Context: an optimization exercise on an open-source flow, tuned for small area. The choices shown serve that exercise and are no tape-out recipe.
Function was checked by simulation only, so behaviour that the tests miss may differ from the original.

// fir_filter
module fir_filter (
    input fir_clk,
    input rst_active_low,
    input signed [29:0] data_in,
    output signed [61:0] data_out
);
reg [29:0] X0;
reg [29:0] X1;
reg [29:0] X2;
reg [29:0] X3;
reg [29:0] X4;
reg [29:0] X5;
reg [29:0] X6;
reg [29:0] X7;
reg [29:0] X8;
reg [29:0] X9;
reg [29:0] X10;
reg [29:0] X11;
reg [29:0] X12;
reg [29:0] X13;
reg [29:0] X14;
reg [29:0] X15;
reg [29:0] X16;
reg [29:0] X17;
reg [29:0] X18;
reg [29:0] X19;
reg [29:0] X20;
reg [29:0] X21;
reg [29:0] X22;
reg [29:0] X23;
reg [29:0] X24;
reg [29:0] X25;
reg [29:0] X26;
reg [29:0] X27;
reg [29:0] X28;
reg [29:0] X29;
reg [29:0] X30;
reg [29:0] X31;
reg [29:0] X32;
reg [29:0] X33;
reg [29:0] X34;
reg [29:0] X35;
reg [29:0] X36;
reg [29:0] X37;
reg [29:0] X38;
reg [29:0] X39;
always @(posedge fir_clk) begin
    X0 <= {~data_in[29], data_in[28:0]};
    X1 <= X0;
    X2 <= X1;
    X3 <= X2;
    X4 <= X3;
    X5 <= X4;
    X6 <= X5;
    X7 <= X6;
    X8 <= X7;
    X9 <= X8;
    X10 <= X9;
    X11 <= X10;
    X12 <= X11;
    X13 <= X12;
    X14 <= X13;
    X15 <= X14;
    X16 <= X15;
    X17 <= X16;
    X18 <= X17;
  ...
clock: 10.0 ns
lec_check: 0
cap_margin: 35
core_margin: 2
core_utilization: 65
cts_buf_list: sky130_fd_sc_hd__clkbuf_16
cts_cluster_diameter: 60
cts_cluster_size: 30
slew_margin: 35
synth_hierarchical: 1
standard.sh (not shown) runs the stock make flow with config.mk's settings and CLKGATE_MAP_FILE= SYNTH_SCRIPT=/design/flow/synth_recipe.tcl, a recipe that flattens the netlist after the stock synthesis.
==> flow/flow/run.sh <==
#!/bin/bash
# The standard layout (standard.sh), with two changes:
#  - clock tree: no dummy load cells (they only balance capacitance), clusters
#    of at most 25 flip-flops within 75 um, each driven by a clkbuf_16;
#  - port buffers: buf_1 instead of the default (each port still gets one).
set -e
export CTS_ARGS="-sink_clustering_enable -repair_clock_nets -dont_use_dummy_load -sink_clustering_size 18 -sink_clustering_max_diameter 55 -buf_list sky130_fd_sc_hd__clkbuf_8"
export BUFFER_PORTS_ARGS="-buffer_cell sky130_fd_sc_hd__buf_1"
bash standard.sh > standard_flow.log 2>&1
The starting point passed the timing, DRC and antenna checks.
Edit:
--- a/flow/flow/run.sh
+++ b/flow/flow/run.sh
@@ -7 +7 @@
-export CTS_ARGS="-sink_clustering_enable -repair_clock_nets -dont_use_dummy_load -sink_clustering_size 18 -sink_clustering_max_diameter 55 -buf_list sky130_fd_sc_hd__clkbuf_8"
+export CTS_ARGS="-sink_clustering_enable -repair_clock_nets -dont_use_dummy_load -sink_clustering_size 20 -sink_clustering_max_diameter 60 -buf_list sky130_fd_sc_hd__clkbuf_8"
The changed run ran to the end with no violations.
Setup slack improves by 6.9 ps.
Wire length fell by 0.37%.
Sequential share of layout area rose by 0.10 points.
Design area hardly moves.
Count of clock-buffer cells in the layout fell by 15.
Die area does not change.
Area after synthesis stays the same.
Non-clock buffer count is unchanged.


## the previous run
fir_filter, a different RTL version from the one above (not shown whole).
For scale: ~4000 cells after synthesis, ~1500 flip-flops, ~94 I/O pins, ~73000 µm² of cells after synthesis.
Settings: LEC_CHECK=0, CAP_MARGIN=35, CORE_MARGIN=2, CORE_UTILIZATION=65, CTS_BUF_LIST=sky130_fd_sc_hd__clkbuf_16, CTS_CLUSTER_DIAMETER=60, CTS_CLUSTER_SIZE=30, SLEW_MARGIN=35, SYNTH_HIERARCHICAL=1; clock period 10.0 ns.
==> flow/flow/run.sh <==
#!/bin/bash
set -e
export CTS_ARGS="-sink_clustering_enable -repair_clock_nets -dont_use_dummy_load -sink_clustering_size 25 -sink_clustering_max_diameter 75 -buf_list sky130_fd_sc_hd__clkbuf_16"
export BUFFER_PORTS_ARGS="-buffer_cell sky130_fd_sc_hd__buf_1"
bash standard.sh > standard_flow.log 2>&1
The following lists how the current run was set up differently from the previous run:
==> flow/flow/run.sh <==
#!/bin/bash
set -e
export CTS_ARGS="-sink_clustering_enable -repair_clock_nets -dont_use_dummy_load -sink_clustering_size 30 -sink_clustering_max_diameter 65 -buf_list sky130_fd_sc_hd__clkbuf_16"
export BUFFER_PORTS_ARGS="-buffer_cell sky130_fd_sc_hd__buf_1"
bash standard.sh > standard_flow.log 2>&1
==> comparison <==
- As far as top-level port count goes, the current run and the previous run are indistinguishable; the numbers are identical.
- When the final numbers for the current run and the previous run were put side by side, the count of clock-buffer cells in the layout turned out to be smaller in the previous run.
- Changes observed in the current run relative to the previous run: worst hold slack across all endpoints decreased by 21 ps relative to the old numbers.
- Comparing the current run and the previous run, relative area change from synthesis to final layout is lower on the previous run.
- In the current run relative to the previous run, wire length of the first global-routing pass had gone up slightly.
- Minimum clock period after layout, the current run and the previous run: lower on the current run
- Of the current run and the previous run, the current run shows the higher clock skew, with the previous run below it.
- Clock distribution area overhead in the final layout up 0.44 points in the current run wrt the previous run


Another version of the RTL of fir_filter (not shown whole).
Size: roughly 4100 cells after synthesis, about 0.074 mm2 of cells after synthesis.
Settings: LEC_CHECK=0, CAP_MARGIN=35, CORE_MARGIN=2, CORE_UTILIZATION=60, CTS_BUF_LIST=sky130_fd_sc_hd__clkbuf_16, CTS_CLUSTER_DIAMETER=60, CTS_CLUSTER_SIZE=30, SLEW_MARGIN=35, SYNTH_HIERARCHICAL=1; clock period 10.0 ns.
==> flow/flow/run.sh <==
#!/bin/bash
set -e
export CTS_ARGS="-sink_clustering_enable -repair_clock_nets -dont_use_dummy_load -sink_clustering_size 30 -sink_clustering_max_diameter 80 -buf_list sky130_fd_sc_hd__clkbuf_16"
export BUFFER_PORTS_ARGS="-buffer_cell sky130_fd_sc_hd__buf_1"
bash standard.sh > standard_flow.log 2>&1
Edit:
==> flow/flow/run.sh (replaced) <==
#!/bin/bash
set -e
export CTS_ARGS="-sink_clustering_enable -repair_clock_nets -dont_use_dummy_load -sink_clustering_size 35 -sink_clustering_max_diameter 75 -buf_list sky130_fd_sc_hd__clkbuf_16"
export BUFFER_PORTS_ARGS="-buffer_cell sky130_fd_sc_hd__buf_1"
bash standard.sh > standard_flow.log 2>&1
CORE_UTILIZATION = 65   (was 60)
The changed run produced a clean layout.
Utilization grows by 5.0 points.
Non-clock buffer count does not change.
Wire length came out lower by about 1.2%.
Register-to-register slack loses 0.06 ns.
Global-route usage climbs by 2.2 points.

-- static timing again, ports no longer ideal --
The flow's constraints put no driver on any port. The routed layouts listed below were extracted and timed again, unchanged, in two steps. Step 1 assumes that a clkbuf_16 drives the clock port and a buf_2 every other input. Step 2 also shifts input and output timing later by t, the mid clock arrival at the registers, as if the neighbouring blocks saw the same clock. Three values: ideal, step 1, step 2; two values: the first two.
run | t, ns | setup slack, ns | worst register clock-pin slew, ns | cell pins on the clock port's net
the first run of note 1 | 0.858 | 0.608 / 0.540 / 0.708 | 0.11 / 0.11 | 1
the second run of note 1 | 0.829 | 0.615 / 0.548 / 0.696 | 0.12 / 0.12 | 1
the previous run | 0.758 | 0.423 / 0.423 / 0.423 | 0.10 / 0.10 | 1
the current run | 0.764 | 0.475 / 0.475 / 0.475 | 0.11 / 0.11 | 1
the first run of note 3 | 0.749 | 0.699 / 0.699 / 0.699 | 0.11 / 0.11 | 1
the second run of note 3 | 0.722 | 0.635 / 0.635 / 0.635 | 0.12 / 0.12 | 1
After both steps every run listed still meets setup and hold.
